From an optimization exercise on the open Yosys and OpenROAD flow, aimed at small area, a short achievable clock period and few clock cycles per item; shortcuts taken in it are not production practice.
Only simulation tests tie the RTL to the original design; equivalence was not proved.

## skinny_top
module skinny_top (
    input               clock,
    input               reset,
    input               start,
    input [7:0]         input_plaintext,
    input [23:0]        input_tweakey,
    output              ready,
    output              done,
    output [127:0]      ciphertext
);
Size: about 1900 cells after synthesis, ~530 flip-flops, roughly 170 I/O pins.
==> flow/config.mk <==
export PLATFORM = sky130hd
export DESIGN_NAME = skinny_top
export DESIGN_NICKNAME = skinny_top
export VERILOG_FILES = /design/flow/design.v
export SDC_FILE = /design/flow/constraint.sdc
export NUM_CORES = 4
export LEC_CHECK = 0
export CAP_MARGIN = 20
export CORE_MARGIN = 2
export CORE_UTILIZATION = 55
export CTS_CLUSTER_DIAMETER = 100
export CTS_CLUSTER_SIZE = 20
export SLEW_MARGIN = 20
==> flow/constraint.sdc <==
create_clock -name core_clock -period 10.0 [get_ports {clock}]
set_input_delay 2.0000 -clock core_clock [delete_from_list [all_inputs] [get_ports {clock}]]
set_output_delay 2.0000 -clock core_clock [all_outputs]
set_load 0.01 [all_outputs]
standard.sh (not shown) runs the stock make flow with config.mk's settings and CLKGATE_MAP_FILE= SYNTH_SCRIPT=/design/flow/synth_recipe.tcl, a recipe that flattens the netlist after the stock synthesis.
==> flow/flow/run.sh <==
#!/bin/bash
# Standard ORFS layout (the standard.sh), with the resizer asked to aim for
# a setup slack margin of 7 ns, so it works the critical paths harder.
set -euo pipefail
bash standard.sh SETUP_SLACK_MARGIN=7 finish > standard_flow.log 2>&1
Testbench counts at the start, summed over its fixed seeds: cycles 27,656, items 384.
Then changed:
Settings changed: CORE_UTILIZATION 55 to 40, CTS_CLUSTER_DIAMETER 100 to unset, CTS_CLUSTER_SIZE 20 to unset.
After rerunning: Hold slack hardly moves. Final cell count rises by a little under a tenth. Routed wire length goes up by a few percent. Clock-buffer cell count increases by 45.


skinny_top, a different RTL version from the one above (not shown whole).
Size: about 1900 cells after synthesis, ~530 flip-flops, roughly 170 I/O pins, roughly 22000 um^2 of cells after synthesis.
Design skinny_top, start of the top module:
module skinny_top (
    input               clock,
    input               reset,
    input               start,
    input [7:0]         input_plaintext,
    input [23:0]        input_tweakey,
    output              ready,
    output              done,
    output [127:0]      ciphertext
);
    reg [127:0] st;      
    reg [383:0] tk;      
    reg         loading;
    reg [3:0]   lcnt;
    reg         busy;
    reg [5:0]   rc;
    reg         done_r;
    wire last = (rc == 6'h0A);    
    assign ready      = ~loading & ~busy;
    assign done       = done_r;
    assign ciphertext = st;
    always @(posedge clock or posedge reset) begin
        if (reset) begin
            loading <= 1'b0;
            lcnt    <= 4'd0;
            busy    <= 1'b0;
            rc      <= 6'd0;
            done_r  <= 1'b0;
        end else begin
            done_r <= busy & last;
            if (loading) begin
                lcnt <= lcnt + 4'd1;
                if (lcnt == 4'd15) begin
                    loading <= 1'b0;
                    busy    <= 1'b1;
                end
            end else if (busy) begin
                if (last)
                    busy <= 1'b0;
            end else if (start) begin
                loading <= 1'b1;
                lcnt    <= 4'd1;
            end
            rc <= busy ? {rc[4:0], rc[5] ^ rc[4] ^ 1'b1} : 6'h01;
        end
    end
    always @(posedge clock) begin
        if (busy) begin
            st <= round(st, tk, rc);
            tk <= {tk_sched1(tk[383:256]), tk_sched2(tk[255:128]), tk_sched3(tk[127:0])};
        end else begin
            st <= {st[119:0], input_plaintext};
            tk <= {tk[359:0], input_tweakey};
        end
    end
    function [7:0] sbox;
        input [7:0] a;
        reg x0, x1, x2, x3, x4, x5, x6, x7;
        begin
            {x7, x6, x5, x4, x3, x2, x1, x0} = a;
            x0 = x0 ^ ~(x2 | x3);
            x4 = x4 ^ ~(x6 | x7);
            x5 = x5 ^ ~(x0 | x4);
            x6 = x6 ^ ~(x1 | x2);
            x7 = x7 ^ ~(x5 | x6);
            x1 = x1 ^ ~(x3 | x0);
  ...
clock: 10.0 ns
lec_check: 0
cap_margin: 20
core_margin: 2
core_utilization: 40
setup_slack_margin: 5
slew_margin: 20
run.sh (not shown) runs the stock make flow with config.mk's settings and CLKGATE_MAP_FILE= SYNTH_SCRIPT=/design/flow/synth_recipe.tcl, a recipe that flattens the netlist after the stock synthesis.
Stock flow here: none of the scripts above is used.
Testbench counts at the start, summed over its fixed seeds: cycles 27,656, items 384.
Next try:
--- a/flow/config.mk
+++ b/flow/config.mk
@@ -11 +10,0 @@
-export SETUP_SLACK_MARGIN = 5
Clock-buffer cell count does not change; sequential cell count is unchanged; worst setup slack is unchanged.

## what the ideal ports hide
No port has a modelled driver above. Below, the same layouts with a new extraction and two added sets of constraints.
Step 1, drivers: a clkbuf_16 drives clock and a buf_2 each remaining input, both assumed.
Step 2 also shifts input and output timing later by t, the mid clock arrival at the registers, as if the neighbouring blocks saw the same clock.
Slacks: ideal / step 1 / step 2; pairs: ideal / step 1.
| run | t, ns | setup WS [ns] | clock arrival spread, ns | slew at the worst register clock pin (ns) | cell pins on the clock port's net |
|---|---|---|---|---|---|
| the first run of note 1 | 0.644 | 6.894 / 6.841 / 7.035 | 0.022 / 0.022 | 0.10 / 0.10 | 1 |
| the second run of note 1 | 0.665 | 6.857 / 6.801 / 7.060 | 0.019 / 0.019 | 0.07 / 0.07 | 1 |
| the first run of note 2 | 0.657 | 5.698 / 5.639 / 5.703 | 0.017 / 0.017 | 0.07 / 0.07 | 1 |
| the second run of note 2 | 0.657 | 5.698 / 5.639 / 5.703 | 0.017 / 0.017 | 0.07 / 0.07 | 1 |
After both steps setup and hold are still met in every run listed.
